Context: an optimization exercise on an open-source flow, tuned for small area and a short achievable clock period. The choices shown serve that exercise and are no tape-out recipe.
In this exercise RTL edits were held to simulation tests only and were not proved equivalent to the original.

==> flow/flow/run.sh <==
#!/bin/bash
# Own layout flow: the standard flow (standard.sh) with three changes:
#  * port buffers are buf_1 (the resizer still upsizes them where timing needs it),
#  * after the standard synthesis, every combinational cell is set to its smallest drive
#    strength, so that the resizer grows only the cells whose timing needs it,
#  * repair_timing aims at the setup slack margin in config.mk as usual.
# Each step's full output goes to a log file in the folder this runs in.
set -euo pipefail
export BUFFER_PORTS_ARGS="-buffer_cell sky130_fd_sc_hd__buf_1"
bash standard.sh synth > run_synth.log 2>&1
R=orfs/results/${FLOW_PLATFORM}/binary_lif_neuron/base
cp $R/1_2_yosys.v run_synth_netlist_orig.v
sed -E -i 's/\b(sky130_fd_sc_hd__(a21oi|a21o|a21boi|a21bo|o21ai|o21a|o21bai|o21ba|mux2|mux2i|nand2|nand2b|nor2|nor2b|and2|and2b|or2|or2b|xor2|xnor2|inv|buf|clkbuf|a222oi|a22oi|a22o|nand3|nor3|and3|or3|a211oi|o211ai|a31oi|o31ai))_[0-9]+\b/\1_1/g' $R/1_2_yosys.v
touch $R/1_2_yosys.v
bash standard.sh > run_layout.log 2>&1
==> flow/standard.sh <==
#!/bin/bash
# synth_recipe.tcl (not shown) runs the flow's synth.tcl, then flattens the netlist and writes it again
# the make line also repeats each setting of config.mk as NAME=value (left out here)
make -C /OpenROAD-flow-scripts/flow DESIGN_CONFIG=/design/flow/config.mk WORK_HOME=/design/flow/orfs CLKGATE_MAP_FILE= SYNTH_SCRIPT=/design/flow/synth_recipe.tcl "${@:-finish}"
==> flow/config.mk <==
export PLATFORM = sky130hd
export DESIGN_NAME = binary_lif_neuron
export DESIGN_NICKNAME = binary_lif_neuron
export VERILOG_FILES = /design/flow/design.v
export SDC_FILE = /design/flow/constraint.sdc
export NUM_CORES = 4
export LEC_CHECK = 0
export CAP_MARGIN = 20
export CELL_PAD_IN_SITES_DETAIL_PLACEMENT = 1
export CORE_MARGIN = 2
export CORE_UTILIZATION = 40
export PLACE_DENSITY = 0.5
export SETUP_SLACK_MARGIN = 3.0
export SLEW_MARGIN = 20
export SYNTH_HIERARCHICAL = 1
==> flow/constraint.sdc <==
create_clock -name core_clock -period 9.0 [get_ports {clk}]
set_input_delay 1.8000 -clock core_clock [delete_from_list [all_inputs] [get_ports {clk}]]
set_output_delay 1.8000 -clock core_clock [all_outputs]
set_load 0.01 [all_outputs]
==> flow/design.v <==
`timescale 1ns / 1ps
module binary_lif_neuron #(
    parameter POTENTIAL_WIDTH = 16,
    parameter FRACTION_BITS = 8
) (
    input wire clk,
    input wire reset,
    input wire I,
    input wire [FRACTION_BITS-1:0] lambda_val_scaled,
    input wire [POTENTIAL_WIDTH-1:0] theta_val_scaled,
    input wire [POTENTIAL_WIDTH-1:0] reset_val_scaled,
    output reg S
);
    reg [15:0] P;
    wire x1;
    wire w3;
    wire x5;
    wire w7;
    wire x9;
    wire w11;
    wire x13;
    wire w15;
    wire x17;
    wire w19;
    wire x21;
    wire w23;
    wire x25;
    wire w27;
    wire x29;
    wire w31;
    wire x33;
    wire w35;
    wire x37;
    wire w39;
    wire x41;
    wire w43;
    wire x45;
    wire w47;
    wire x49;
    wire w51;
    wire x53;
    wire w55;
    wire x57;
    wire w59;
    wire i61;
    wire w63;
    wire i65;
    wire w67;
    wire w69;
    wire i71;
    wire w73;
    wire w75;
    wire i77;
    wire w79;
    wire w81;
    wire i83;
    wire w85;
    wire w87;
    wire i89;
    wire w91;
    wire w93;
    wire i95;
    wire w97;
    wire w99;
    wire i101;
    wire w103;
    wire w105;
    wire w107;
    wire w109;
    wire w111;
    wire w113;
    wire w115;
    wire w117;
    wire w119;
    wire w121;
    wire w123;
    wire w125;
    wire w127;
    wire i129;
    wire w131;
    wire i133;
    wire w135;
    wire w137;
    wire w139;
    wire i141;
    wire w143;
    wire w145;
    wire w147;
    wire w149;
    wire w151;
    wire i153;
    wire w155;
    wire w157;
    wire x159;
    wire x161;
    wire x163;
    wire x165;
    wire x167;
    wire x169;
    wire x171;
    wire x173;
    wire x175;
    wire x177;
    wire x179;
    wire x181;
    wire x183;
    wire x185;
    wire x187;
    wire pp189;
    wire pp190;
    wire pp192;
    wire pp194;
    wire pp196;
    wire pp198;
    wire pp200;
    wire pp202;
    wire pp204;
    wire pp206;
    wire pp208;
    wire pp210;
    wire pp212;
    wire pp214;
    wire pp216;
    wire pp218;
    wire pp220;
    wire w221;
    wire x223;
    wire w225;
    wire pp227;
    wire pp228;
    wire pp229;
    wire pp231;
    wire pp233;
    wire pp235;
    wire pp237;
    wire pp239;
    wire pp241;
    wire pp243;
    wire pp245;
    wire pp247;
    wire pp249;
    wire pp251;
    wire pp253;
    wire pp255;
    wire pp257;
    wire pp259;
    wire pp260;
    wire pp261;
    wire pp262;
    wire pp264;
    wire pp266;
    wire pp268;
    wire pp270;
    wire pp272;
    wire pp274;
    wire pp276;
    wire pp278;
    wire pp280;
    wire pp282;
    wire pp284;
    wire pp286;
    wire pp288;
    wire pp290;
    wire pp292;
    wire pp293;
    wire pp294;
    wire pp295;
    wire pp297;
    wire pp299;
    wire pp301;
    wire pp303;
    wire pp305;
    wire pp307;
    wire pp309;
    wire pp311;
    wire pp313;
    wire pp315;
    wire pp317;
    wire pp319;
    wire pp321;
    wire pp323;
    wire pp325;
    wire pp326;
    wire x327;
    wire w329;
    wire s331;
    wire c332;
    wire s334;
    wire c335;
    wire s337;
    wire c338;
    wire s340;
    wire c341;
    wire s343;
    wire c344;
    wire s346;
    wire c347;
    wire s349;
    wire c350;
    wire s352;
    wire c353;
    wire s355;
    wire c356;
    wire s358;
    wire c359;
    wire s361;
    wire c362;
    wire x364;
    wire w366;
    wire x368;
    wire w370;
    wire x372;
    wire w374;
    wire s376;
    wire c377;
    wire s379;
    wire c380;
    wire i382;
    wire s384;
    wire c385;
    wire s387;
    wire c388;
    wire s390;
    wire c391;
    wire s393;
    wire c394;
    wire s396;
    wire c397;
    wire s399;
    wire c400;
    wire s402;
    wire c403;
    wire s405;
    wire c406;
    wire s408;
    wire c409;
    wire s411;
    wire c412;
    wire s414;
    wire c415;
    wire s417;
    wire c418;
    wire i420;
    wire s422;
    wire c423;
    wire i425;
    wire s427;
    wire c428;
    wire x430;
    wire w432;
    wire w434;
    wire w436;
    wire w438;
    wire w440;
    wire w442;
    wire w444;
    wire w446;
    wire w448;
    wire w450;
    wire w452;
    wire w454;
    wire w456;
    wire i458;
    wire w460;
    wire w462;
    wire w464;
    wire w466;
    wire w468;
    wire i470;
    wire w472;
    wire x474;
    wire w476;
    wire x478;
    wire w480;
    wire x482;
    wire w484;
    wire x486;
    wire w488;
    wire x490;
    wire w492;
    wire x494;
    wire w496;
    wire x498;
    wire w500;
    wire x502;
    wire w504;
    wire x506;
    wire w508;
    wire x510;
    wire w512;
    wire x514;
    wire w516;
    wire x518;
    wire w520;
    wire x522;
    wire w524;
    wire x526;
    wire w528;
    wire x530;
    wire w532;
    wire w534;
    wire i536;
    wire w538;
    wire w540;
    wire w542;
    wire w544;
    wire w546;
    wire w548;
    wire w550;
    wire w552;
    wire w554;
    wire w556;
    wire w558;
    wire w560;
    wire w562;
    wire w564;
    wire w566;
    wire i568;
    wire w570;
    wire w572;
    wire i574;
    wire w576;
    wire w578;
    wire w580;
    wire w582;
    wire i584;
    wire w586;
    wire w588;
    wire w590;
    wire w592;
    wire i594;
    wire w596;
    wire w598;
    wire w600;
    wire w602;
    wire w604;
    wire i606;
    wire w608;
    wire w610;
    wire w612;
    wire w614;
    wire w616;
    wire i618;
    wire w620;
    wire w622;
    wire w624;
    wire w626;
    wire w628;
    wire w630;
    wire i632;
    wire w634;
    wire w636;
    wire w638;
    wire w640;
    wire w642;
    wire w644;
    wire w646;
    wire w648;
    wire x650;
    wire x652;
    wire x654;
    wire x656;
    wire x658;
    wire x660;
    wire x662;
    wire x664;
    wire x666;
    wire x668;
    wire x670;
    wire x672;
    wire x674;
    wire x676;
    wire x678;
    wire x680;
    wire s682;
    wire c683;
    wire s685;
    wire c686;
    wire s688;
    wire c689;
    wire s691;
    wire c692;
    wire s694;
    wire c695;
    wire s697;
    wire c698;
    wire s700;
    wire c701;
    wire s703;
    wire c704;
    wire s706;
    wire c707;
    wire s709;
    wire c710;
    wire s712;
    wire c713;
    wire s715;
    wire c716;
    wire s718;
    wire c719;
    wire s721;
    wire c722;
    wire i724;
    wire s726;
    wire c727;
    wire x729;
    wire w731;
    wire i733;
    wire fg735;
    wire fp736;
    wire fg739;
    wire fp740;
    wire fg743;
    wire fp744;
    wire fg747;
    wire fp748;
    wire fg751;
    wire fp752;
    wire fg755;
    wire fp756;
    wire fg759;
    wire fp760;
    wire fg763;
    wire fp764;
    wire fg767;
    wire fp768;
    wire fg771;
    wire fp772;
    wire fg775;
    wire fp776;
    wire fg779;
    wire fp780;
    wire fg783;
    wire fp784;
    wire fg787;
    wire fp788;
    wire fg791;
    wire fp792;
    wire fg795;
    wire fp796;
    wire i799;
    wire i801;
    wire fz803;
    wire w805;
    wire w807;
    wire w809;
    wire w811;
    wire w813;
    wire w815;
    wire w817;
    wire w819;
    wire w821;
    wire w823;
    wire w825;
    wire w827;
    wire w829;
    wire w831;
    wire w833;
    wire w835;
    wire w837;
    wire w839;
    wire w841;
    wire w843;
    wire w845;
    wire w847;
    wire w849;
    wire w851;
    wire w853;
    wire w855;
    wire i857;
    wire i859;
    lif_xor2 u2 (.a(P[1]), .b(P[0]), .y(x1));
    lif_g0 u4 (.i0(P[1]), .i1(P[0]), .y(w3));
    lif_xor2 u6 (.a(P[2]), .b(P[1]), .y(x5));
    lif_g0 u8 (.i0(P[2]), .i1(P[1]), .y(w7));
    lif_xor2 u10 (.a(P[3]), .b(P[2]), .y(x9));
    lif_g0 u12 (.i0(P[3]), .i1(P[2]), .y(w11));
    lif_xor2 u14 (.a(P[4]), .b(P[3]), .y(x13));
    lif_g0 u16 (.i0(P[4]), .i1(P[3]), .y(w15));
    lif_xor2 u18 (.a(P[5]), .b(P[4]), .y(x17));
    lif_g0 u20 (.i0(P[5]), .i1(P[4]), .y(w19));
    lif_xor2 u22 (.a(P[6]), .b(P[5]), .y(x21));
    lif_g0 u24 (.i0(P[6]), .i1(P[5]), .y(w23));
    lif_xor2 u26 (.a(P[7]), .b(P[6]), .y(x25));
    lif_g0 u28 (.i0(P[7]), .i1(P[6]), .y(w27));
    lif_xor2 u30 (.a(P[8]), .b(P[7]), .y(x29));
    lif_g0 u32 (.i0(P[8]), .i1(P[7]), .y(w31));
    lif_xor2 u34 (.a(P[9]), .b(P[8]), .y(x33));
    lif_g0 u36 (.i0(P[9]), .i1(P[8]), .y(w35));
    lif_xor2 u38 (.a(P[10]), .b(P[9]), .y(x37));
    lif_g0 u40 (.i0(P[10]), .i1(P[9]), .y(w39));
    lif_xor2 u42 (.a(P[11]), .b(P[10]), .y(x41));
    lif_g0 u44 (.i0(P[11]), .i1(P[10]), .y(w43));
    lif_xor2 u46 (.a(P[12]), .b(P[11]), .y(x45));
    lif_g0 u48 (.i0(P[12]), .i1(P[11]), .y(w47));
    lif_xor2 u50 (.a(P[13]), .b(P[12]), .y(x49));
    lif_g0 u52 (.i0(P[13]), .i1(P[12]), .y(w51));
    lif_xor2 u54 (.a(P[14]), .b(P[13]), .y(x53));
    lif_g0 u56 (.i0(P[14]), .i1(P[13]), .y(w55));
    lif_xor2 u58 (.a(P[15]), .b(P[14]), .y(x57));
    lif_g0 u60 (.i0(P[15]), .i1(P[14]), .y(w59));
    lif_inv u62 (.a(w3), .y(i61));
    lif_g1 u64 (.i0(w7), .i1(x5), .i2(i61), .y(w63));
    lif_inv u66 (.a(w11), .y(i65));
    lif_g1 u68 (.i0(w15), .i1(x13), .i2(i65), .y(w67));
    lif_g0 u70 (.i0(x13), .i1(x9), .y(w69));
    lif_inv u72 (.a(w19), .y(i71));
    lif_g1 u74 (.i0(w23), .i1(x21), .i2(i71), .y(w73));
    lif_g0 u76 (.i0(x21), .i1(x17), .y(w75));
    lif_inv u78 (.a(w27), .y(i77));
    lif_g1 u80 (.i0(w31), .i1(x29), .i2(i77), .y(w79));
    lif_g0 u82 (.i0(x29), .i1(x25), .y(w81));
    lif_inv u84 (.a(w35), .y(i83));
    lif_g1 u86 (.i0(w39), .i1(x37), .i2(i83), .y(w85));
    lif_g0 u88 (.i0(x37), .i1(x33), .y(w87));
    lif_inv u90 (.a(w43), .y(i89));
    lif_g1 u92 (.i0(w47), .i1(x45), .i2(i89), .y(w91));
    lif_g0 u94 (.i0(x45), .i1(x41), .y(w93));
    lif_inv u96 (.a(w51), .y(i95));
    lif_g1 u98 (.i0(w55), .i1(x53), .i2(i95), .y(w97));
    lif_g0 u100 (.i0(x53), .i1(x49), .y(w99));
    lif_inv u102 (.a(w59), .y(i101));
    lif_g2 u104 (.i0(1'b0), .i1(P[15]), .i2(i101), .y(w103));
    lif_g0 u106 (.i0(P[15]), .i1(x57), .y(w105));
    lif_g3 u108 (.i0(w67), .i1(w69), .i2(w63), .y(w107));
    lif_g3 u110 (.i0(w79), .i1(w81), .i2(w73), .y(w109));
    lif_g4 u112 (.i0(w81), .i1(w75), .y(w111));
    lif_g3 u114 (.i0(w91), .i1(w93), .i2(w85), .y(w113));
    lif_g4 u116 (.i0(w93), .i1(w87), .y(w115));
    lif_g3 u118 (.i0(w103), .i1(w105), .i2(w97), .y(w117));
    lif_g4 u120 (.i0(w105), .i1(w99), .y(w119));
    lif_g2 u122 (.i0(w109), .i1(w111), .i2(w107), .y(w121));
    lif_g2 u124 (.i0(w117), .i1(w119), .i2(w113), .y(w123));
    lif_g0 u126 (.i0(w119), .i1(w115), .y(w125));
    lif_g3 u128 (.i0(w123), .i1(w125), .i2(w121), .y(w127));
    lif_inv u130 (.a(w121), .y(i129));
    lif_g2 u132 (.i0(w113), .i1(w115), .i2(i129), .y(w131));
    lif_inv u134 (.a(w107), .y(i133));
    lif_g3 u136 (.i0(w73), .i1(w75), .i2(i133), .y(w135));
    lif_g3 u138 (.i0(w85), .i1(w87), .i2(w121), .y(w137));
    lif_g3 u140 (.i0(w97), .i1(w99), .i2(w131), .y(w139));
    lif_inv u142 (.a(w63), .y(i141));
    lif_g1 u144 (.i0(w11), .i1(x9), .i2(i141), .y(w143));
    lif_g1 u146 (.i0(w19), .i1(x17), .i2(w107), .y(w145));
    lif_g1 u148 (.i0(w27), .i1(x25), .i2(w135), .y(w147));
    lif_g1 u150 (.i0(w35), .i1(x33), .i2(i129), .y(w149));
    lif_g1 u152 (.i0(w43), .i1(x41), .i2(w137), .y(w151));
    lif_inv u154 (.a(w131), .y(i153));
    lif_g1 u156 (.i0(w51), .i1(x49), .i2(i153), .y(w155));
    lif_g1 u158 (.i0(w59), .i1(x57), .i2(w139), .y(w157));
    lif_xnor2 u160 (.a(x5), .b(w3), .y(x159));
    lif_xnor2 u162 (.a(x9), .b(w63), .y(x161));
    lif_xnor2 u164 (.a(x13), .b(w143), .y(x163));
    lif_xor2 u166 (.a(x17), .b(w107), .y(x165));
    lif_xnor2 u168 (.a(x21), .b(w145), .y(x167));
    lif_xor2 u170 (.a(x25), .b(w135), .y(x169));
    lif_xnor2 u172 (.a(x29), .b(w147), .y(x171));
    lif_xnor2 u174 (.a(x33), .b(w121), .y(x173));
    lif_xnor2 u176 (.a(x37), .b(w149), .y(x175));
    lif_xor2 u178 (.a(x41), .b(w137), .y(x177));
    lif_xnor2 u180 (.a(x45), .b(w151), .y(x179));
    lif_xnor2 u182 (.a(x49), .b(w131), .y(x181));
    lif_xnor2 u184 (.a(x53), .b(w155), .y(x183));
    lif_xor2 u186 (.a(x57), .b(w139), .y(x185));
    lif_xnor2 u188 (.a(P[15]), .b(w157), .y(x187));
    wire [17:0] P3 = {w127, x187, x185, x183, x181, x179, x177, x175, x173, x171, x169, x167, x165, x163, x161, x159, x1, P[0]};
    wire [17:0] P1 = {2'b00, P};
    wire [17:0] P2 = {1'b0, P, 1'b0};
    wire s0_0 = ~lambda_val_scaled[0] & ~lambda_val_scaled[1];
    wire s1_0 =  lambda_val_scaled[0] & ~lambda_val_scaled[1];
    wire s2_0 = ~lambda_val_scaled[0] &  lambda_val_scaled[1];
    wire s3_0 =  lambda_val_scaled[0] &  lambda_val_scaled[1];
    assign pp189 = ~((P1[0] & s1_0) | (P3[0] & s3_0));
    lif_sel u191 (.a(P1[1]), .b(P2[1]), .c(P3[1]), .sa(s1_0), .sb(s2_0), .sc(s3_0), .yn(pp190));
    lif_sel u193 (.a(P1[2]), .b(P2[2]), .c(P3[2]), .sa(s1_0), .sb(s2_0), .sc(s3_0), .yn(pp192));
    lif_sel u195 (.a(P1[3]), .b(P2[3]), .c(P3[3]), .sa(s1_0), .sb(s2_0), .sc(s3_0), .yn(pp194));
    lif_sel u197 (.a(P1[4]), .b(P2[4]), .c(P3[4]), .sa(s1_0), .sb(s2_0), .sc(s3_0), .yn(pp196));
    lif_sel u199 (.a(P1[5]), .b(P2[5]), .c(P3[5]), .sa(s1_0), .sb(s2_0), .sc(s3_0), .yn(pp198));
    lif_sel u201 (.a(P1[6]), .b(P2[6]), .c(P3[6]), .sa(s1_0), .sb(s2_0), .sc(s3_0), .yn(pp200));
    lif_sel u203 (.a(P1[7]), .b(P2[7]), .c(P3[7]), .sa(s1_0), .sb(s2_0), .sc(s3_0), .yn(pp202));
    lif_sel u205 (.a(P1[8]), .b(P2[8]), .c(P3[8]), .sa(s1_0), .sb(s2_0), .sc(s3_0), .yn(pp204));
    lif_sel u207 (.a(P1[9]), .b(P2[9]), .c(P3[9]), .sa(s1_0), .sb(s2_0), .sc(s3_0), .yn(pp206));
    lif_sel u209 (.a(P1[10]), .b(P2[10]), .c(P3[10]), .sa(s1_0), .sb(s2_0), .sc(s3_0), .yn(pp208));
    lif_sel u211 (.a(P1[11]), .b(P2[11]), .c(P3[11]), .sa(s1_0), .sb(s2_0), .sc(s3_0), .yn(pp210));
    lif_sel u213 (.a(P1[12]), .b(P2[12]), .c(P3[12]), .sa(s1_0), .sb(s2_0), .sc(s3_0), .yn(pp212));
    lif_sel u215 (.a(P1[13]), .b(P2[13]), .c(P3[13]), .sa(s1_0), .sb(s2_0), .sc(s3_0), .yn(pp214));
    lif_sel u217 (.a(P1[14]), .b(P2[14]), .c(P3[14]), .sa(s1_0), .sb(s2_0), .sc(s3_0), .yn(pp216));
    lif_sel u219 (.a(P1[15]), .b(P2[15]), .c(P3[15]), .sa(s1_0), .sb(s2_0), .sc(s3_0), .yn(pp218));
    lif_g5 u222 (.i0(s2_0), .i1(P2[16]), .i2(s3_0), .i3(P3[16]), .y(w221));
    lif_xor2 u224 (.a(w221), .b(I), .y(x223));
    lif_g6 u226 (.i0(s3_0), .i1(P3[17]), .i2(w221), .i3(I), .y(w225));
    wire s0_1 = ~lambda_val_scaled[2] & ~lambda_val_scaled[3];
    wire s1_1 =  lambda_val_scaled[2] & ~lambda_val_scaled[3];
    wire s2_1 = ~lambda_val_scaled[2] &  lambda_val_scaled[3];
    wire s3_1 =  lambda_val_scaled[2] &  lambda_val_scaled[3];
    assign pp228 = ~((P1[0] & s1_1) | (P3[0] & s3_1));
    lif_sel u230 (.a(P1[1]), .b(P2[1]), .c(P3[1]), .sa(s1_1), .sb(s2_1), .sc(s3_1), .yn(pp229));
    lif_sel u232 (.a(P1[2]), .b(P2[2]), .c(P3[2]), .sa(s1_1), .sb(s2_1), .sc(s3_1), .yn(pp231));
    lif_sel u234 (.a(P1[3]), .b(P2[3]), .c(P3[3]), .sa(s1_1), .sb(s2_1), .sc(s3_1), .yn(pp233));
    lif_sel u236 (.a(P1[4]), .b(P2[4]), .c(P3[4]), .sa(s1_1), .sb(s2_1), .sc(s3_1), .yn(pp235));
    lif_sel u238 (.a(P1[5]), .b(P2[5]), .c(P3[5]), .sa(s1_1), .sb(s2_1), .sc(s3_1), .yn(pp237));
    lif_sel u240 (.a(P1[6]), .b(P2[6]), .c(P3[6]), .sa(s1_1), .sb(s2_1), .sc(s3_1), .yn(pp239));
    lif_sel u242 (.a(P1[7]), .b(P2[7]), .c(P3[7]), .sa(s1_1), .sb(s2_1), .sc(s3_1), .yn(pp241));
    lif_sel u244 (.a(P1[8]), .b(P2[8]), .c(P3[8]), .sa(s1_1), .sb(s2_1), .sc(s3_1), .yn(pp243));
    lif_sel u246 (.a(P1[9]), .b(P2[9]), .c(P3[9]), .sa(s1_1), .sb(s2_1), .sc(s3_1), .yn(pp245));
    lif_sel u248 (.a(P1[10]), .b(P2[10]), .c(P3[10]), .sa(s1_1), .sb(s2_1), .sc(s3_1), .yn(pp247));
    lif_sel u250 (.a(P1[11]), .b(P2[11]), .c(P3[11]), .sa(s1_1), .sb(s2_1), .sc(s3_1), .yn(pp249));
    lif_sel u252 (.a(P1[12]), .b(P2[12]), .c(P3[12]), .sa(s1_1), .sb(s2_1), .sc(s3_1), .yn(pp251));
    lif_sel u254 (.a(P1[13]), .b(P2[13]), .c(P3[13]), .sa(s1_1), .sb(s2_1), .sc(s3_1), .yn(pp253));
    lif_sel u256 (.a(P1[14]), .b(P2[14]), .c(P3[14]), .sa(s1_1), .sb(s2_1), .sc(s3_1), .yn(pp255));
    lif_sel u258 (.a(P1[15]), .b(P2[15]), .c(P3[15]), .sa(s1_1), .sb(s2_1), .sc(s3_1), .yn(pp257));
    assign pp259 = ~((P2[16] & s2_1) | (P3[16] & s3_1));
    assign pp260 = ~((P3[17] & s3_1));
    wire s0_2 = ~lambda_val_scaled[4] & ~lambda_val_scaled[5];
    wire s1_2 =  lambda_val_scaled[4] & ~lambda_val_scaled[5];
    wire s2_2 = ~lambda_val_scaled[4] &  lambda_val_scaled[5];
    wire s3_2 =  lambda_val_scaled[4] &  lambda_val_scaled[5];
    assign pp261 = ~((P1[0] & s1_2) | (P3[0] & s3_2));
    lif_sel u263 (.a(P1[1]), .b(P2[1]), .c(P3[1]), .sa(s1_2), .sb(s2_2), .sc(s3_2), .yn(pp262));
    lif_sel u265 (.a(P1[2]), .b(P2[2]), .c(P3[2]), .sa(s1_2), .sb(s2_2), .sc(s3_2), .yn(pp264));
    lif_sel u267 (.a(P1[3]), .b(P2[3]), .c(P3[3]), .sa(s1_2), .sb(s2_2), .sc(s3_2), .yn(pp266));
    lif_sel u269 (.a(P1[4]), .b(P2[4]), .c(P3[4]), .sa(s1_2), .sb(s2_2), .sc(s3_2), .yn(pp268));
    lif_sel u271 (.a(P1[5]), .b(P2[5]), .c(P3[5]), .sa(s1_2), .sb(s2_2), .sc(s3_2), .yn(pp270));
    lif_sel u273 (.a(P1[6]), .b(P2[6]), .c(P3[6]), .sa(s1_2), .sb(s2_2), .sc(s3_2), .yn(pp272));
    lif_sel u275 (.a(P1[7]), .b(P2[7]), .c(P3[7]), .sa(s1_2), .sb(s2_2), .sc(s3_2), .yn(pp274));
    lif_sel u277 (.a(P1[8]), .b(P2[8]), .c(P3[8]), .sa(s1_2), .sb(s2_2), .sc(s3_2), .yn(pp276));
    lif_sel u279 (.a(P1[9]), .b(P2[9]), .c(P3[9]), .sa(s1_2), .sb(s2_2), .sc(s3_2), .yn(pp278));
    lif_sel u281 (.a(P1[10]), .b(P2[10]), .c(P3[10]), .sa(s1_2), .sb(s2_2), .sc(s3_2), .yn(pp280));
    lif_sel u283 (.a(P1[11]), .b(P2[11]), .c(P3[11]), .sa(s1_2), .sb(s2_2), .sc(s3_2), .yn(pp282));
    lif_sel u285 (.a(P1[12]), .b(P2[12]), .c(P3[12]), .sa(s1_2), .sb(s2_2), .sc(s3_2), .yn(pp284));
    lif_sel u287 (.a(P1[13]), .b(P2[13]), .c(P3[13]), .sa(s1_2), .sb(s2_2), .sc(s3_2), .yn(pp286));
    lif_sel u289 (.a(P1[14]), .b(P2[14]), .c(P3[14]), .sa(s1_2), .sb(s2_2), .sc(s3_2), .yn(pp288));
    lif_sel u291 (.a(P1[15]), .b(P2[15]), .c(P3[15]), .sa(s1_2), .sb(s2_2), .sc(s3_2), .yn(pp290));
    assign pp292 = ~((P2[16] & s2_2) | (P3[16] & s3_2));
    assign pp293 = ~((P3[17] & s3_2));
    wire s0_3 = ~lambda_val_scaled[6] & ~lambda_val_scaled[7];
    wire s1_3 =  lambda_val_scaled[6] & ~lambda_val_scaled[7];
    wire s2_3 = ~lambda_val_scaled[6] &  lambda_val_scaled[7];
    wire s3_3 =  lambda_val_scaled[6] &  lambda_val_scaled[7];
    assign pp294 = ~((P1[0] & s1_3) | (P3[0] & s3_3));
    lif_sel u296 (.a(P1[1]), .b(P2[1]), .c(P3[1]), .sa(s1_3), .sb(s2_3), .sc(s3_3), .yn(pp295));
    lif_sel u298 (.a(P1[2]), .b(P2[2]), .c(P3[2]), .sa(s1_3), .sb(s2_3), .sc(s3_3), .yn(pp297));
    lif_sel u300 (.a(P1[3]), .b(P2[3]), .c(P3[3]), .sa(s1_3), .sb(s2_3), .sc(s3_3), .yn(pp299));
    lif_sel u302 (.a(P1[4]), .b(P2[4]), .c(P3[4]), .sa(s1_3), .sb(s2_3), .sc(s3_3), .yn(pp301));
    lif_sel u304 (.a(P1[5]), .b(P2[5]), .c(P3[5]), .sa(s1_3), .sb(s2_3), .sc(s3_3), .yn(pp303));
    lif_sel u306 (.a(P1[6]), .b(P2[6]), .c(P3[6]), .sa(s1_3), .sb(s2_3), .sc(s3_3), .yn(pp305));
    lif_sel u308 (.a(P1[7]), .b(P2[7]), .c(P3[7]), .sa(s1_3), .sb(s2_3), .sc(s3_3), .yn(pp307));
    lif_sel u310 (.a(P1[8]), .b(P2[8]), .c(P3[8]), .sa(s1_3), .sb(s2_3), .sc(s3_3), .yn(pp309));
    lif_sel u312 (.a(P1[9]), .b(P2[9]), .c(P3[9]), .sa(s1_3), .sb(s2_3), .sc(s3_3), .yn(pp311));
    lif_sel u314 (.a(P1[10]), .b(P2[10]), .c(P3[10]), .sa(s1_3), .sb(s2_3), .sc(s3_3), .yn(pp313));
    lif_sel u316 (.a(P1[11]), .b(P2[11]), .c(P3[11]), .sa(s1_3), .sb(s2_3), .sc(s3_3), .yn(pp315));
    lif_sel u318 (.a(P1[12]), .b(P2[12]), .c(P3[12]), .sa(s1_3), .sb(s2_3), .sc(s3_3), .yn(pp317));
    lif_sel u320 (.a(P1[13]), .b(P2[13]), .c(P3[13]), .sa(s1_3), .sb(s2_3), .sc(s3_3), .yn(pp319));
    lif_sel u322 (.a(P1[14]), .b(P2[14]), .c(P3[14]), .sa(s1_3), .sb(s2_3), .sc(s3_3), .yn(pp321));
    lif_sel u324 (.a(P1[15]), .b(P2[15]), .c(P3[15]), .sa(s1_3), .sb(s2_3), .sc(s3_3), .yn(pp323));
    assign pp325 = ~((P2[16] & s2_3) | (P3[16] & s3_3));
    assign pp326 = ~((P3[17] & s3_3));
    lif_xnor2 u328 (.a(pp200), .b(pp235), .y(x327));
    lif_g4 u330 (.i0(pp200), .i1(pp235), .y(w329));
    lif_fa u333 (.a(pp202), .b(pp237), .c(pp266), .s(s331), .co(c332));
    lif_fa u336 (.a(pp204), .b(pp239), .c(pp268), .s(s334), .co(c335));
    lif_fa u339 (.a(pp206), .b(pp241), .c(pp270), .s(s337), .co(c338));
    lif_fa u342 (.a(pp208), .b(pp243), .c(pp272), .s(s340), .co(c341));
    lif_fa u345 (.a(pp210), .b(pp245), .c(pp274), .s(s343), .co(c344));
    lif_fa u348 (.a(pp212), .b(pp247), .c(pp276), .s(s346), .co(c347));
    lif_fa u351 (.a(pp214), .b(pp249), .c(pp278), .s(s349), .co(c350));
    lif_fa u354 (.a(pp216), .b(pp251), .c(pp280), .s(s352), .co(c353));
    lif_fa u357 (.a(pp218), .b(pp253), .c(pp282), .s(s355), .co(c356));
    lif_fa u360 (.a(pp255), .b(pp284), .c(pp313), .s(s358), .co(c359));
    lif_fa u363 (.a(pp257), .b(pp286), .c(pp315), .s(s361), .co(c362));
    lif_xnor2 u365 (.a(pp259), .b(pp288), .y(x364));
    lif_g4 u367 (.i0(pp259), .i1(pp288), .y(w366));
    lif_xnor2 u369 (.a(pp260), .b(pp290), .y(x368));
    lif_g4 u371 (.i0(pp260), .i1(pp290), .y(w370));
    lif_xnor2 u373 (.a(pp196), .b(pp231), .y(x372));
    lif_g4 u375 (.i0(pp196), .i1(pp231), .y(w374));
    lif_fa u378 (.a(pp198), .b(pp233), .c(pp262), .s(s376), .co(c377));
    lif_fa u381 (.a(pp264), .b(pp294), .c(x327), .s(s379), .co(c380));
    lif_inv u383 (.a(w329), .y(i382));
    lif_fa u386 (.a(pp295), .b(i382), .c(s331), .s(s384), .co(c385));
    lif_fa u389 (.a(pp297), .b(c332), .c(s334), .s(s387), .co(c388));
    lif_fa u392 (.a(pp299), .b(c335), .c(s337), .s(s390), .co(c391));
    lif_fa u395 (.a(pp301), .b(c338), .c(s340), .s(s393), .co(c394));
    lif_fa u398 (.a(pp303), .b(c341), .c(s343), .s(s396), .co(c397));
    lif_fa u401 (.a(pp305), .b(c344), .c(s346), .s(s399), .co(c400));
    lif_fa u404 (.a(pp307), .b(c347), .c(s349), .s(s402), .co(c403));
    lif_fa u407 (.a(pp309), .b(c350), .c(s352), .s(s405), .co(c406));
    lif_fa u410 (.a(pp311), .b(c353), .c(s355), .s(s408), .co(c409));
    lif_fa u413 (.a(x223), .b(c356), .c(s358), .s(s411), .co(c412));
    lif_fa u416 (.a(w225), .b(c359), .c(s361), .s(s414), .co(c415));
    lif_fa u419 (.a(pp317), .b(x364), .c(c362), .s(s417), .co(c418));
    lif_inv u421 (.a(w366), .y(i420));
    lif_fa u424 (.a(pp319), .b(i420), .c(x368), .s(s422), .co(c423));
    lif_inv u426 (.a(w370), .y(i425));
    lif_fa u429 (.a(pp292), .b(pp321), .c(i425), .s(s427), .co(c428));
    lif_xnor2 u431 (.a(pp293), .b(pp323), .y(x430));
    lif_g4 u433 (.i0(pp293), .i1(pp323), .y(w432));
    lif_g4 u435 (.i0(pp192), .i1(pp228), .y(w434));
    lif_g4 u437 (.i0(pp194), .i1(pp229), .y(w436));
    lif_g7 u439 (.i0(pp194), .i1(pp229), .y(w438));
    lif_g4 u441 (.i0(pp261), .i1(x372), .y(w440));
    lif_g7 u443 (.i0(pp261), .i1(x372), .y(w442));
    lif_g8 u445 (.i0(s376), .i1(w374), .y(w444));
    lif_g9 u447 (.i0(s376), .i1(w374), .y(w446));
    lif_g4 u449 (.i0(s379), .i1(c377), .y(w448));
    lif_g7 u451 (.i0(s379), .i1(c377), .y(w450));
    lif_g4 u453 (.i0(s384), .i1(c380), .y(w452));
    lif_g7 u455 (.i0(s384), .i1(c380), .y(w454));
    lif_g2 u457 (.i0(w436), .i1(w438), .i2(w434), .y(w456));
    lif_inv u459 (.a(w440), .y(i458));
    lif_g3 u461 (.i0(w444), .i1(w446), .i2(i458), .y(w460));
    lif_g8 u463 (.i0(w446), .i1(w442), .y(w462));
    lif_g2 u465 (.i0(w452), .i1(w454), .i2(w448), .y(w464));
    lif_g0 u467 (.i0(w454), .i1(w450), .y(w466));
    lif_g10 u469 (.i0(w460), .i1(w462), .i2(w456), .y(w468));
    lif_inv u471 (.a(w468), .y(i470));
    lif_g3 u473 (.i0(w464), .i1(w466), .i2(i470), .y(w472));
    lif_xor2 u475 (.a(s387), .b(c385), .y(x474));
    lif_g4 u477 (.i0(s387), .i1(c385), .y(w476));
    lif_xor2 u479 (.a(s390), .b(c388), .y(x478));
    lif_g4 u481 (.i0(s390), .i1(c388), .y(w480));
    lif_xor2 u483 (.a(s393), .b(c391), .y(x482));
    lif_g4 u485 (.i0(s393), .i1(c391), .y(w484));
    lif_xor2 u487 (.a(s396), .b(c394), .y(x486));
    lif_g4 u489 (.i0(s396), .i1(c394), .y(w488));
    lif_xor2 u491 (.a(s399), .b(c397), .y(x490));
    lif_g4 u493 (.i0(s399), .i1(c397), .y(w492));
    lif_xor2 u495 (.a(s402), .b(c400), .y(x494));
    lif_g4 u497 (.i0(s402), .i1(c400), .y(w496));
    lif_xor2 u499 (.a(s405), .b(c403), .y(x498));
    lif_g4 u501 (.i0(s405), .i1(c403), .y(w500));
    lif_xor2 u503 (.a(s408), .b(c406), .y(x502));
    lif_g4 u505 (.i0(s408), .i1(c406), .y(w504));
    lif_xor2 u507 (.a(s411), .b(c409), .y(x506));
    lif_g4 u509 (.i0(s411), .i1(c409), .y(w508));
    lif_xor2 u511 (.a(s414), .b(c412), .y(x510));
    lif_g4 u513 (.i0(s414), .i1(c412), .y(w512));
    lif_xor2 u515 (.a(s417), .b(c415), .y(x514));
    lif_g4 u517 (.i0(s417), .i1(c415), .y(w516));
    lif_xor2 u519 (.a(s422), .b(c418), .y(x518));
    lif_g4 u521 (.i0(s422), .i1(c418), .y(w520));
    lif_xor2 u523 (.a(s427), .b(c423), .y(x522));
    lif_g4 u525 (.i0(s427), .i1(c423), .y(w524));
    lif_xor2 u527 (.a(x430), .b(c428), .y(x526));
    lif_g4 u529 (.i0(x430), .i1(c428), .y(w528));
    lif_xnor2 u531 (.a(pp325), .b(w432), .y(x530));
    lif_g8 u533 (.i0(pp325), .i1(w432), .y(w532));
    lif_g2 u535 (.i0(w476), .i1(x474), .i2(w472), .y(w534));
    lif_inv u537 (.a(w534), .y(i536));
    lif_g2 u539 (.i0(w480), .i1(x478), .i2(i536), .y(w538));
    lif_g2 u541 (.i0(w488), .i1(x486), .i2(w484), .y(w540));
    lif_g0 u543 (.i0(x486), .i1(x482), .y(w542));
    lif_g2 u545 (.i0(w496), .i1(x494), .i2(w492), .y(w544));
    lif_g0 u547 (.i0(x494), .i1(x490), .y(w546));
    lif_g2 u549 (.i0(w504), .i1(x502), .i2(w500), .y(w548));
    lif_g0 u551 (.i0(x502), .i1(x498), .y(w550));
    lif_g2 u553 (.i0(w512), .i1(x510), .i2(w508), .y(w552));
    lif_g0 u555 (.i0(x510), .i1(x506), .y(w554));
    lif_g2 u557 (.i0(w520), .i1(x518), .i2(w516), .y(w556));
    lif_g0 u559 (.i0(x518), .i1(x514), .y(w558));
    lif_g2 u561 (.i0(w528), .i1(x526), .i2(w524), .y(w560));
    lif_g0 u563 (.i0(x526), .i1(x522), .y(w562));
    lif_g10 u565 (.i0(1'b0), .i1(pp326), .i2(w532), .y(w564));
    lif_g8 u567 (.i0(pp326), .i1(x530), .y(w566));
    lif_inv u569 (.a(w538), .y(i568));
    lif_g2 u571 (.i0(w484), .i1(x482), .i2(i568), .y(w570));
    lif_g3 u573 (.i0(w540), .i1(w542), .i2(w538), .y(w572));
    lif_inv u575 (.a(w544), .y(i574));
    lif_g2 u577 (.i0(w500), .i1(x498), .i2(i574), .y(w576));
    lif_g11 u579 (.i0(x498), .i1(w546), .y(w578));
    lif_g3 u581 (.i0(w548), .i1(w550), .i2(w544), .y(w580));
    lif_g4 u583 (.i0(w550), .i1(w546), .y(w582));
    lif_inv u585 (.a(w552), .y(i584));
    lif_g2 u587 (.i0(w516), .i1(x514), .i2(i584), .y(w586));
    lif_g11 u589 (.i0(x514), .i1(w554), .y(w588));
    lif_g3 u591 (.i0(w556), .i1(w558), .i2(w552), .y(w590));
    lif_g4 u593 (.i0(w558), .i1(w554), .y(w592));
    lif_inv u595 (.a(w560), .y(i594));
    lif_g1 u597 (.i0(w532), .i1(x530), .i2(i594), .y(w596));
    lif_g11 u599 (.i0(x530), .i1(w562), .y(w598));
    lif_g10 u601 (.i0(w564), .i1(w566), .i2(w560), .y(w600));
    lif_g4 u603 (.i0(w566), .i1(w562), .y(w602));
    lif_g2 u605 (.i0(w492), .i1(x490), .i2(w572), .y(w604));
    lif_inv u607 (.a(w572), .y(i606));
    lif_g3 u609 (.i0(w544), .i1(w546), .i2(i606), .y(w608));
    lif_g3 u611 (.i0(w576), .i1(w578), .i2(i606), .y(w610));
    lif_g2 u613 (.i0(w580), .i1(w582), .i2(w572), .y(w612));
    lif_g2 u615 (.i0(w524), .i1(x522), .i2(w590), .y(w614));
    lif_g0 u617 (.i0(x522), .i1(w592), .y(w616));
    lif_inv u619 (.a(w590), .y(i618));
    lif_g3 u621 (.i0(w560), .i1(w562), .i2(i618), .y(w620));
    lif_g8 u623 (.i0(w562), .i1(w592), .y(w622));
    lif_g3 u625 (.i0(w596), .i1(w598), .i2(i618), .y(w624));
    lif_g8 u627 (.i0(w598), .i1(w592), .y(w626));
    lif_g2 u629 (.i0(w600), .i1(w602), .i2(w590), .y(w628));
    lif_g0 u631 (.i0(w602), .i1(w592), .y(w630));
    lif_inv u633 (.a(w612), .y(i632));
    lif_g2 u635 (.i0(w508), .i1(x506), .i2(i632), .y(w634));
    lif_g3 u637 (.i0(w552), .i1(w554), .i2(w612), .y(w636));
    lif_g3 u639 (.i0(w586), .i1(w588), .i2(w612), .y(w638));
    lif_g2 u641 (.i0(w590), .i1(w592), .i2(i632), .y(w640));
    lif_g3 u643 (.i0(w614), .i1(w616), .i2(w612), .y(w642));
    lif_g10 u645 (.i0(w620), .i1(w622), .i2(w612), .y(w644));
    lif_g10 u647 (.i0(w624), .i1(w626), .i2(w612), .y(w646));
    lif_g3 u649 (.i0(w628), .i1(w630), .i2(w612), .y(w648));
    lif_xor2 u651 (.a(x474), .b(w472), .y(x650));
    lif_xnor2 u653 (.a(x478), .b(w534), .y(x652));
    lif_xnor2 u655 (.a(x482), .b(w538), .y(x654));
    lif_xnor2 u657 (.a(x486), .b(w570), .y(x656));
    lif_xor2 u659 (.a(x490), .b(w572), .y(x658));
    lif_xnor2 u661 (.a(x494), .b(w604), .y(x660));
    lif_xor2 u663 (.a(x498), .b(w608), .y(x662));
    lif_xor2 u665 (.a(x502), .b(w610), .y(x664));
    lif_xnor2 u667 (.a(x506), .b(w612), .y(x666));
    lif_xnor2 u669 (.a(x510), .b(w634), .y(x668));
    lif_xor2 u671 (.a(x514), .b(w636), .y(x670));
    lif_xor2 u673 (.a(x518), .b(w638), .y(x672));
    lif_xnor2 u675 (.a(x522), .b(w640), .y(x674));
    lif_xor2 u677 (.a(x526), .b(w642), .y(x676));
    lif_xor2 u679 (.a(x530), .b(w644), .y(x678));
    lif_xnor2 u681 (.a(pp326), .b(w646), .y(x680));
    wire [15:0] Pc = {x680, x678, x676, x674, x672, x670, x668, x666, x664, x662, x660, x658, x656, x654, x652, x650};
    lif_fa u684 (.a(s387), .b(c385), .c(theta_val_scaled[0]), .s(s682), .co(c683));
    lif_fa u687 (.a(s390), .b(c388), .c(theta_val_scaled[1]), .s(s685), .co(c686));
    lif_fa u690 (.a(s393), .b(c391), .c(theta_val_scaled[2]), .s(s688), .co(c689));
    lif_fa u693 (.a(s396), .b(c394), .c(theta_val_scaled[3]), .s(s691), .co(c692));
    lif_fa u696 (.a(s399), .b(c397), .c(theta_val_scaled[4]), .s(s694), .co(c695));
    lif_fa u699 (.a(s402), .b(c400), .c(theta_val_scaled[5]), .s(s697), .co(c698));
    lif_fa u702 (.a(s405), .b(c403), .c(theta_val_scaled[6]), .s(s700), .co(c701));
    lif_fa u705 (.a(s408), .b(c406), .c(theta_val_scaled[7]), .s(s703), .co(c704));
    lif_fa u708 (.a(s411), .b(c409), .c(theta_val_scaled[8]), .s(s706), .co(c707));
    lif_fa u711 (.a(s414), .b(c412), .c(theta_val_scaled[9]), .s(s709), .co(c710));
    lif_fa u714 (.a(s417), .b(c415), .c(theta_val_scaled[10]), .s(s712), .co(c713));
    lif_fa u717 (.a(s422), .b(c418), .c(theta_val_scaled[11]), .s(s715), .co(c716));
    lif_fa u720 (.a(s427), .b(c423), .c(theta_val_scaled[12]), .s(s718), .co(c719));
    lif_fa u723 (.a(x430), .b(c428), .c(theta_val_scaled[13]), .s(s721), .co(c722));
    lif_inv u725 (.a(w432), .y(i724));
    lif_fa u728 (.a(pp325), .b(i724), .c(theta_val_scaled[14]), .s(s726), .co(c727));
    lif_xnor2 u730 (.a(pp326), .b(theta_val_scaled[15]), .y(x729));
    lif_g4 u732 (.i0(pp326), .i1(theta_val_scaled[15]), .y(w731));
    lif_inv u734 (.a(w472), .y(i733));
    lif_nor2 u737 (.a(s682), .b(i733), .y(fg735));
    lif_nand2 u738 (.a(s682), .b(i733), .y(fp736));
    lif_nor2 u741 (.a(s685), .b(c683), .y(fg739));
    lif_nand2 u742 (.a(s685), .b(c683), .y(fp740));
    lif_nor2 u745 (.a(s688), .b(c686), .y(fg743));
    lif_nand2 u746 (.a(s688), .b(c686), .y(fp744));
    lif_nor2 u749 (.a(s691), .b(c689), .y(fg747));
    lif_nand2 u750 (.a(s691), .b(c689), .y(fp748));
    lif_nor2 u753 (.a(s694), .b(c692), .y(fg751));
    lif_nand2 u754 (.a(s694), .b(c692), .y(fp752));
    lif_nor2 u757 (.a(s697), .b(c695), .y(fg755));
    lif_nand2 u758 (.a(s697), .b(c695), .y(fp756));
    lif_nor2 u761 (.a(s700), .b(c698), .y(fg759));
    lif_nand2 u762 (.a(s700), .b(c698), .y(fp760));
    lif_nor2 u765 (.a(s703), .b(c701), .y(fg763));
    lif_nand2 u766 (.a(s703), .b(c701), .y(fp764));
    lif_nor2 u769 (.a(s706), .b(c704), .y(fg767));
    lif_nand2 u770 (.a(s706), .b(c704), .y(fp768));
    lif_nor2 u773 (.a(s709), .b(c707), .y(fg771));
    lif_nand2 u774 (.a(s709), .b(c707), .y(fp772));
    lif_nor2 u777 (.a(s712), .b(c710), .y(fg775));
    lif_nand2 u778 (.a(s712), .b(c710), .y(fp776));
    lif_nor2 u781 (.a(s715), .b(c713), .y(fg779));
    lif_nand2 u782 (.a(s715), .b(c713), .y(fp780));
    lif_nor2 u785 (.a(s718), .b(c716), .y(fg783));
    lif_nand2 u786 (.a(s718), .b(c716), .y(fp784));
    lif_nor2 u789 (.a(s721), .b(c719), .y(fg787));
    lif_nand2 u790 (.a(s721), .b(c719), .y(fp788));
    lif_nor2 u793 (.a(s726), .b(c722), .y(fg791));
    lif_nand2 u794 (.a(s726), .b(c722), .y(fp792));
    lif_nor2 u797 (.a(x729), .b(c727), .y(fg795));
    lif_nand2 u798 (.a(x729), .b(c727), .y(fp796));
    lif_inv u800 (.a(fg735), .y(i799));
    lif_inv u802 (.a(fp736), .y(i801));
    lif_nand2 u804 (.a(i799), .b(i801), .y(fz803));
    lif_g2 u806 (.i0(fg739), .i1(fp740), .i2(fz803), .y(w805));
    lif_g2 u808 (.i0(fg747), .i1(fp748), .i2(fg743), .y(w807));
    lif_g0 u810 (.i0(fp748), .i1(fp744), .y(w809));
    lif_g2 u812 (.i0(fg755), .i1(fp756), .i2(fg751), .y(w811));
    lif_g0 u814 (.i0(fp756), .i1(fp752), .y(w813));
    lif_g2 u816 (.i0(fg763), .i1(fp764), .i2(fg759), .y(w815));
    lif_g0 u818 (.i0(fp764), .i1(fp760), .y(w817));
    lif_g2 u820 (.i0(fg771), .i1(fp772), .i2(fg767), .y(w819));
    lif_g0 u822 (.i0(fp772), .i1(fp768), .y(w821));
    lif_g2 u824 (.i0(fg779), .i1(fp780), .i2(fg775), .y(w823));
    lif_g0 u826 (.i0(fp780), .i1(fp776), .y(w825));
    lif_g2 u828 (.i0(fg787), .i1(fp788), .i2(fg783), .y(w827));
    lif_g0 u830 (.i0(fp788), .i1(fp784), .y(w829));
    lif_g2 u832 (.i0(fg795), .i1(fp796), .i2(fg791), .y(w831));
    lif_g0 u834 (.i0(fp796), .i1(fp792), .y(w833));
    lif_g3 u836 (.i0(w807), .i1(w809), .i2(w805), .y(w835));
    lif_g3 u838 (.i0(w815), .i1(w817), .i2(w811), .y(w837));
    lif_g4 u840 (.i0(w817), .i1(w813), .y(w839));
    lif_g3 u842 (.i0(w823), .i1(w825), .i2(w819), .y(w841));
    lif_g4 u844 (.i0(w825), .i1(w821), .y(w843));
    lif_g3 u846 (.i0(w831), .i1(w833), .i2(w827), .y(w845));
    lif_g4 u848 (.i0(w833), .i1(w829), .y(w847));
    lif_g2 u850 (.i0(w837), .i1(w839), .i2(w835), .y(w849));
    lif_g2 u852 (.i0(w845), .i1(w847), .i2(w841), .y(w851));
    lif_g0 u854 (.i0(w847), .i1(w843), .y(w853));
    lif_g3 u856 (.i0(w851), .i1(w853), .i2(w849), .y(w855));
    lif_inv u858 (.a(w855), .y(i857));
    lif_inv u860 (.a(w731), .y(i859));
    wire spike = ~(i857 & i859);
    always @(posedge clk or posedge reset) begin
        if (reset) begin
            P <= 16'd0;
            S <= 1'b0;
        end else begin
            S <= spike;
            P <= spike ? reset_val_scaled : Pc;
        end
    end
endmodule
module lif_fa (input wire a, input wire b, input wire c, output wire s, output wire co);
    assign s = a ^ b ^ c;
    assign co = (a & b) | (a & c) | (b & c);
endmodule
module lif_ha (input wire a, input wire b, output wire s, output wire co);
    assign s = a ^ b;
    assign co = a & b;
endmodule
module lif_inv (input wire a, output wire y);
    assign y = ~a;
endmodule
module lif_aoi21 (input wire a, input wire b, input wire c, output wire y);
    assign y = ~(a | (b & c));
endmodule
module lif_oai21 (input wire a, input wire b, input wire c, output wire y);
    assign y = ~(a & (b | c));
endmodule
module lif_nand2 (input wire a, input wire b, output wire y);
    assign y = ~(a & b);
endmodule
module lif_nor2 (input wire a, input wire b, output wire y);
    assign y = ~(a | b);
endmodule
module lif_or2 (input wire a, input wire b, output wire y);
    assign y = a | b;
endmodule
module lif_xor2 (input wire a, input wire b, output wire y);
    assign y = a ^ b;
endmodule
module lif_xnor2 (input wire a, input wire b, output wire y);
    assign y = ~(a ^ b);
endmodule
module lif_geq (input wire a, input wire b, output wire g, output wire p);
    assign g = a & ~b;
    assign p = a | ~b;
endmodule
module lif_sel (input wire a, input wire b, input wire c, input wire sa, input wire sb,
                input wire sc, output wire yn);
    assign yn = ~((a & sa) | (b & sb) | (c & sc));
endmodule
module lif_g0 (input wire i0, input wire i1, output wire y);
    assign y = ~((i0 & i1));
endmodule
module lif_g1 (input wire i0, input wire i1, input wire i2, output wire y);
    assign y = ~((~i0 | (i1 & i2)));
endmodule
module lif_g2 (input wire i0, input wire i1, input wire i2, output wire y);
    assign y = ~((i0 | (i1 & i2)));
endmodule
module lif_g3 (input wire i0, input wire i1, input wire i2, output wire y);
    assign y = (~i0 | (~i1 & ~i2));
endmodule
module lif_g4 (input wire i0, input wire i1, output wire y);
    assign y = (~i0 & ~i1);
endmodule
module lif_g5 (input wire i0, input wire i1, input wire i2, input wire i3, output wire y);
    assign y = ~(((i0 & i1) | (i2 & i3)));
endmodule
module lif_g6 (input wire i0, input wire i1, input wire i2, input wire i3, output wire y);
    assign y = ~(((i0 & i1) | (~i2 & i3)));
endmodule
module lif_g7 (input wire i0, input wire i1, output wire y);
    assign y = (~i0 | ~i1);
endmodule
module lif_g8 (input wire i0, input wire i1, output wire y);
    assign y = ~((~i0 & i1));
endmodule
module lif_g9 (input wire i0, input wire i1, output wire y);
    assign y = ~((~i0 | i1));
endmodule
module lif_g10 (input wire i0, input wire i1, input wire i2, output wire y);
    assign y = (i0 | (~i1 & ~i2));
endmodule
module lif_g11 (input wire i0, input wire i1, output wire y);
    assign y = ~((i0 & ~i1));
endmodule
==> metrics.md, run 1 <==
| Metric | Value |
|---|---|
| Maximum number of pins on one net before global-route repair | 18 |
| Crit path time final | 5745 ps |
| Reg2Reg Launch Point | P[1] |
| Kind of capture point of the worst setup path | flop |
| CTS H-tree depth | 1 |
| Number of vias per cell | 6.000 |
| # nets final | 598 |
| Vias | 3846 |
| Period utilization | 63.83% |
| Iteration-0 DRC count of the detailed router | 545 |
| Worst Hold Class | flop to flop |
| Setup slack of the worst register-to-register path | 3400 ps |
| Average instance area after synthesis | 8.340 sq um |
| Total iterations of the first detailed-routing run | 9 |
| Largest fanout of any net on the critical path | 16 |
| Sum Neg Setup Slack | 0 ps |
| Die boundary width | 101.6 microns |
| Met3 wirelength from detailed routing | 655 microns |
| Placement row count | 35 |
| Initial Util | 41.25% |
| Number of nets produced by synthesis | 542 |
| Synthesized netlist cell count | 457 |
| Number of failing setup endpoints in the final timing report | 0 |
| Data arrival time of the critical path | 5900 ps |
| Grt total ovfl | 0 |
| Port Buf Inserts | 43 |
| CP Cell Sequence | buf_1 -> and2_2 -> a222oi_1 -> fa_1 -> fa_1 -> nand2_1 -> a21oi_1 -> o21ai_1 -> a21oi_2 -> inv_1 -> a21oi_2 -> o21ai_1 -> a21oi_4 -> inv_1 -> a21oi_1 -> xnor2_1 -> mux2_1 |
| Clock slew seen by the registers of the worst setup and hold paths | 80 ps |
| Depth of the worst register-to-register path | 21 |
| Share of layout cells above drive strength 1 | 6.641% |
| Worst slew pin tran | 802.7 ps |
| Clock tree sinks | 17 |
| Final hold vios | 0 |
| Total routing resource utilization after global routing | 25.64% |
| Core area | 9240 sq um |
| Met1 Routed Length | 5707 microns |
| Final wirelength | 12680 microns |
| CTS tree | built |
| Overall die height | 101.6 microns |
| Commonest non-fill, non-tap cells in the layout | nand2_1, a222oi_1, nor2_1, buf_1 |
| Cell count after placement | 633 |
| Maximum buffer depth of the clock tree | 2 |
| Setup crit end | P[9] |
| Maximum clock skew at final layout | 2.917 ps |
| Estimated wirelength of the detail-placed design | 9753 microns |
| Remaining design rule violation count | 0 |
| Netlist Area Pre-Place | 3811 sq um |
| Type of the setup path with the least slack | primary input to flop |
| Syn. warnings | 7 |
| Category of the worst setup path launch point | primary input |
| Highest signal layer in the routed design | met4 |
| CTS Hold Buffers Added | 0 |
| Final max-slew violation count | 0 |
| Number of buffers inserted during clock tree synthesis | 3 |
| Required time at the endpoint of the critical path | 9160 ps |
| Origin of the worst setup path | lambda_val_scaled[2] |
| Detail Route Antenna Nets | 0 |
| Longest individual stage delay on the worst path | 520 ps |
| Vias in the first global route | 3998 |
| Top-level I/O count | 44 |
| Area growth from synthesis to layout | 13.43% |
| Wire length of the first global-routing pass | 20800 microns |
| Clock tree root driver cell | clkbuf_8 |
| Maximum operating frequency | 0.1741 GHz |
| Sum of met2 wire segment lengths after detailed routing | 6134 microns |
| Placer's final routability congestion estimate | 0.7993 |
| Capturing point of the worst reg2reg path | P[14] |
| Final setup margin | 3255 ps |
| Headroom to the max-slew limit | 46.48% |
| Number of violations of the max-capacitance limit | 0 |
| Slowest stage cell, crit path | fa_1 |
| Non-filler cells in the finished layout | 641 |
| Number of antenna violations at the first check in global routing | 0 |
| Detail-routed net length per standard cell | 19.78 microns |
| Antenna Cells | 0 |
| Worst slack after detailed placement | 2054 ps |
| Most common library cell in the layout ignoring fill and taps | nand2_1 |
| Run status | complete, no violations |
| Total die area | 10320 sq um |
| Clock latency (worst-skew pair) | 270 ps |
| Setup repair after global routing missed its margin | no |
-- per-stage QoR --
| stage | utilization (%) | hold WS [ps] | instance area, sq um |
|---|---|---|---|
| detailed placement | 45.10 | 1409 | 4168 |
| finish | 46.78 | 1406 | 4323 |
| CTS | 46.12 | 1436 | 4262 |
| global route | 46.78 | 1532 | 4323 |
| floorplan | - | 1099 | 3811 |
| global placement | 45.10 | 1376 | 4168 |
-- area by class of cell --
type / instances / area (sq um)
clock buffers: 3 / 41.29
clock inverters: 1 / 5.005
fillers: 1153 / 4917
inverters: 33 / 123.9
multi-input cells: 406 / 3329
flip-flops and latches: 17 / 432.9
well taps: 129 / 161.4
repair buffers: 52 / 229.0
-- layer usage --
metal / global-route usage, % / vias up
met5: 0 / -
met4: 7.069 / 0
met3: 2.277 / 14
met2: 42.00 / 139
met1: 36.29 / 1904
li1: - / 1789
-- worst max-delay path, delay by kind of cell --
family | cells | cell delay, ps
muxes | 1 | 290
buffers and inverters | 3 | 340
AOI/OAI and AO/OA | 8 | 1920
xor gates and xnor gates | 1 | 120
and+or+nand+nor | 2 | 400
adders and majority gates | 2 | 1030
-- what timing repair did --
item / in CTS / in global routing
cloned: 0 / 0
setup buffers: 0 / 4
pin swaps: 1 / 5
endpoints found under the setup margin: 17 / 17
resized for setup: 16 / 10
-- sequential cells by signal (all words and copies together), names as in the netlist --
name and count:
S 1, P 16
-- worst min path at each step --
stage / start / slack, ps / endpoint / depth (start not counted)
after floorplan: P[0] / 1100 / P[0] / 8
after global placement: P[0] / 1380 / P[0] / 8
after detailed placement: P[0] / 1410 / P[0] / 8
after CTS: P[0] / 1440 / P[0] / 8
after global routing: P[0] / 1530 / P[0] / 8
final: P[0] / 1410 / P[0] / 8
==> inputs of run 2 (changes only) <==
--- a/flow/design.v
+++ b/flow/design.v
@@ -903,16 +903,38 @@
     lif_inv u858 (.a(w855), .y(i857));
     lif_inv u860 (.a(w731), .y(i859));
     wire spike = ~(i857 & i859);
+    wire [15:0] Pn;
+    wire spike_n = i857 & i859;
+    lif_ao22 u861 (.a(spike), .b(reset_val_scaled[0]), .c(spike_n), .d(Pc[0]), .y(Pn[0]));
+    lif_ao22 u862 (.a(spike), .b(reset_val_scaled[1]), .c(spike_n), .d(Pc[1]), .y(Pn[1]));
+    lif_ao22 u863 (.a(spike), .b(reset_val_scaled[2]), .c(spike_n), .d(Pc[2]), .y(Pn[2]));
+    lif_ao22 u864 (.a(spike), .b(reset_val_scaled[3]), .c(spike_n), .d(Pc[3]), .y(Pn[3]));
+    lif_ao22 u865 (.a(spike), .b(reset_val_scaled[4]), .c(spike_n), .d(Pc[4]), .y(Pn[4]));
+    lif_ao22 u866 (.a(spike), .b(reset_val_scaled[5]), .c(spike_n), .d(Pc[5]), .y(Pn[5]));
+    lif_ao22 u867 (.a(spike), .b(reset_val_scaled[6]), .c(spike_n), .d(Pc[6]), .y(Pn[6]));
+    lif_ao22 u868 (.a(spike), .b(reset_val_scaled[7]), .c(spike_n), .d(Pc[7]), .y(Pn[7]));
+    lif_ao22 u869 (.a(spike), .b(reset_val_scaled[8]), .c(spike_n), .d(Pc[8]), .y(Pn[8]));
+    lif_ao22 u870 (.a(spike), .b(reset_val_scaled[9]), .c(spike_n), .d(Pc[9]), .y(Pn[9]));
+    lif_ao22 u871 (.a(spike), .b(reset_val_scaled[10]), .c(spike_n), .d(Pc[10]), .y(Pn[10]));
+    lif_ao22 u872 (.a(spike), .b(reset_val_scaled[11]), .c(spike_n), .d(Pc[11]), .y(Pn[11]));
+    lif_ao22 u873 (.a(spike), .b(reset_val_scaled[12]), .c(spike_n), .d(Pc[12]), .y(Pn[12]));
+    lif_ao22 u874 (.a(spike), .b(reset_val_scaled[13]), .c(spike_n), .d(Pc[13]), .y(Pn[13]));
+    lif_ao22 u875 (.a(spike), .b(reset_val_scaled[14]), .c(spike_n), .d(Pc[14]), .y(Pn[14]));
+    lif_ao22 u876 (.a(spike), .b(reset_val_scaled[15]), .c(spike_n), .d(Pc[15]), .y(Pn[15]));
+    wire [15:0] PNEXT = Pn;
     always @(posedge clk or posedge reset) begin
         if (reset) begin
             P <= 16'd0;
             S <= 1'b0;
         end else begin
             S <= spike;
-            P <= spike ? reset_val_scaled : Pc;
+            P <= PNEXT;
         end
     end
 endmodule
+module lif_ao22 (input wire a, input wire b, input wire c, input wire d, output wire y);
+    assign y = (a & b) | (c & d);
+endmodule
 module lif_fa (input wire a, input wire b, input wire c, output wire s, output wire co);
     assign s = a ^ b ^ c;
     assign co = (a & b) | (a & c) | (b & c);
@@ -936,6 +958,9 @@
 module lif_nor2 (input wire a, input wire b, output wire y);
     assign y = ~(a | b);
 endmodule
+module lif_and2 (input wire a, input wire b, output wire y);
+    assign y = a & b;
+endmodule
 module lif_or2 (input wire a, input wire b, output wire y);
     assign y = a | b;
 endmodule
@@ -957,35 +982,35 @@
     assign y = ~((i0 & i1));
 endmodule
 module lif_g1 (input wire i0, input wire i1, input wire i2, output wire y);
-    assign y = ~((~i0 | (i1 & i2)));
+    assign y = ~(((~i0) | (i1 & i2)));
 endmodule
 module lif_g2 (input wire i0, input wire i1, input wire i2, output wire y);
     assign y = ~((i0 | (i1 & i2)));
 endmodule
 module lif_g3 (input wire i0, input wire i1, input wire i2, output wire y);
-    assign y = (~i0 | (~i1 & ~i2));
+    assign y = ((~i0) | ((~i1) & (~i2)));
 endmodule
 module lif_g4 (input wire i0, input wire i1, output wire y);
-    assign y = (~i0 & ~i1);
+    assign y = ((~i0) & (~i1));
 endmodule
 module lif_g5 (input wire i0, input wire i1, input wire i2, input wire i3, output wire y);
     assign y = ~(((i0 & i1) | (i2 & i3)));
 endmodule
 module lif_g6 (input wire i0, input wire i1, input wire i2, input wire i3, output wire y);
-    assign y = ~(((i0 & i1) | (~i2 & i3)));
+    assign y = ~(((i0 & i1) | ((~i2) & i3)));
 endmodule
 module lif_g7 (input wire i0, input wire i1, output wire y);
-    assign y = (~i0 | ~i1);
+    assign y = ((~i0) | (~i1));
 endmodule
 module lif_g8 (input wire i0, input wire i1, output wire y);
-    assign y = ~((~i0 & i1));
+    assign y = ~(((~i0) & i1));
 endmodule
 module lif_g9 (input wire i0, input wire i1, output wire y);
-    assign y = ~((~i0 | i1));
+    assign y = ~(((~i0) | i1));
 endmodule
 module lif_g10 (input wire i0, input wire i1, input wire i2, output wire y);
-    assign y = (i0 | (~i1 & ~i2));
+    assign y = (i0 | ((~i1) & (~i2)));
 endmodule
 module lif_g11 (input wire i0, input wire i1, output wire y);
-    assign y = ~((i0 & ~i1));
+    assign y = ~((i0 & (~i1)));
 endmodule
--- a/flow/config.mk
+++ b/flow/config.mk
@@ -6,10 +6,8 @@
 export NUM_CORES = 4
 export LEC_CHECK = 0
 export CAP_MARGIN = 20
-export CELL_PAD_IN_SITES_DETAIL_PLACEMENT = 1
 export CORE_MARGIN = 2
 export CORE_UTILIZATION = 40
-export PLACE_DENSITY = 0.5
-export SETUP_SLACK_MARGIN = 3.0
+export SETUP_SLACK_MARGIN = 3.5
 export SLEW_MARGIN = 20
 export SYNTH_HIERARCHICAL = 1
==> metrics.md, run 2 <==
| Metric | Value |
|---|---|
| Area growth from synthesis to layout | 20.55% (was 13.43%) |
| Kind of capture point of the worst setup path | flop (unchanged) |
| Type of the setup path with the least slack | primary input to flop (unchanged) |
| Setup slack of the worst register-to-register path | 3780 ps (was 3400 ps) |
| Maximum buffer depth of the clock tree | 2 (unchanged) |
| Final max-slew violation count | 0 (unchanged) |
| Number of vias per cell | 6.134 (was 6.000) |
| Commonest non-fill, non-tap cells in the layout | nand2_1, a222oi_1, nor2_1, buf_1, fa_1 (was nand2_1, a222oi_1, nor2_1, buf_1) |
| Antenna Cells | 0 (unchanged) |
| Average instance area after synthesis | 8.260 sq um (was 8.340 sq um) |
| Total iterations of the first detailed-routing run | 8 (was 9) |
| Flip-flop count of the largest register, all copies and words added | 16 (unchanged) |
| Die boundary width | 101.1 microns (was 101.6 microns) |
| Maximum number of pins on one net before global-route repair | 19 (was 18) |
| Total routing resource utilization after global routing | 23.46% (was 25.64%) |
| Detail Route Antenna Nets | 0 (unchanged) |
| Required time at the endpoint of the critical path | 9140 ps (was 9160 ps) |
| Clock slew seen by the registers of the worst setup and hold paths | 70 ps (was 80 ps) |
| Vias | 3932 (was 3846) |
| CTS tree | built (unchanged) |
| Top-level I/O count | 44 (unchanged) |
| Syn. warnings | 7 (unchanged) |
| Wire length of the first global-routing pass | 19130 microns (was 20800 microns) |
| Largest regs | P x16, S x1 (unchanged) |
| Number of buffers inserted during clock tree synthesis | 3 (unchanged) |
| CP Cell Sequence | buf_1 -> nor2b_4 -> buf_12 -> a222oi_1 -> fa_1 -> fa_1 -> fa_1 -> nand2_1 -> a21oi_1 -> o21ai_1 -> a21oi_1 -> o21ai_1 -> inv_1 -> nand2_4 -> buf_4 -> a22o_1 (was buf_1 -> and2_2 -> a222oi_1 -> fa_1 -> fa_1 -> nand2_1 -> a21oi_1 -> o21ai_1 -> a21oi_2 -> inv_1 -> a21oi_2 -> o21ai_1 -> a21oi_4 -> inv_1 -> a21oi_1 -> xnor2_1 -> mux2_1) |
| Setup crit end | P[14] (was P[9]) |
| Longest individual stage delay on the worst path | 590 ps (was 520 ps) |
| Share of layout cells above drive strength 1 | 15.85% (was 6.641%) |
| Final wirelength | 11860 microns (was 12680 microns) |
| Category of the worst setup path launch point | primary input (unchanged) |
| Origin of the worst min-delay path | P[0] (unchanged) |
| Number of failing setup endpoints in the final timing report | 0 (unchanged) |
| Overall die height | 101.1 microns (was 101.6 microns) |
| Reg2Reg Launch Point | P[1] (unchanged) |
| Data arrival time of the critical path | 5450 ps (was 5900 ps) |
| Final hold vios | 0 (unchanged) |
| Capturing point of the worst reg2reg path | P[14] (unchanged) |
| Grt total ovfl | 0 (unchanged) |
| Register bank with the most flops | P (unchanged) |
| Crit path time final | 5314 ps (was 5745 ps) |
| Run status | complete, no violations (unchanged) |
| Placement row count | 35 (unchanged) |
| Netlist Area Pre-Place | 3775 sq um (was 3811 sq um) |
[run 2: area by class of cell]
type	instances	area, sq um
fill	895	4646
multi-input combinational	406	3423
sequential	17	436.7
timing repair buffer	69	374.1
tap	111	138.9
inverter	34	131.4
clock buffer	3	41.29
clock inverter	1	5.005
[run 2: layer usage]
layer  vias to the layer above  GRT usage [%]  part of all wire [%]
met5                         -              0                     0
met4                         0          5.717                   1.3
met3                        20          2.277                   9.0
met2                       212          35.05                    45
met1                      1862          36.45                    45
li1                       1838              -                     -
[run 2: stage by stage]
stage	util, %	worst slack (ps)	std cells	hold WS [ps]
after CTS	46.34	3501	620	1427
after global placement	44.42	2349	611	1416
after detailed placement	44.42	2241	611	1403
after global routing	49.48	3481	641	1451
after floorplan	-	3541	457	1114
final	49.48	3686	641	1359
[run 2: critical path, delay by kind of cell]
kind / cells / cell delay [ps]
AOI/OAI and AO/OA: 6 / 1190
adders and majority gates: 3 / 1620
buffers and inverters: 4 / 540
and+or+nand+nor: 3 / 280
[run 2: repair_timing]
action | CTS | global route
pin swaps | 6 | 34
setup endpoints to repair | 17 | 17
hold endpoints to repair | 0 | 0
setup buffers | 5 | 21
resized for setup | 33 | 34
[run 2: worst min path at each step]
stage | endpoint
after global routing | P[0]
after floorplan | P[0]
after CTS | P[15]
after global placement | P[15]
after detailed placement | P[0]
final | P[0]

-- afterwards: timing with drivers on the ports --
Ports are ideal in the flow. The routed layouts listed here were re-timed in OpenROAD.
Step 1 assumes that a clkbuf_16 drives the clock port and a buf_2 every other input.
Step 2 also shifts input and output timing later by t, the mid clock arrival at the registers, as if the neighbouring blocks saw the same clock.
Three values: ideal, step 1, step 2; two values: the first two.
run | shift t [ns] | setup slack, ns | slew at the worst register clock pin (ns) | worst slew at a driven data input, ns | cell pins on the clock port's net
run 1 | 0.299 | 3.255 / 3.263 / 2.963 | 0.08 / 0.08 | 0.03 | 1
run 2 | 0.275 | 3.686 / 3.688 / 3.413 | 0.07 / 0.07 | 0.03 | 1
After both steps every run listed still meets setup and hold. For run 1, which loses most, drivers alone change the setup slack by +0.008 ns; drivers and shift together by -0.292 ns.
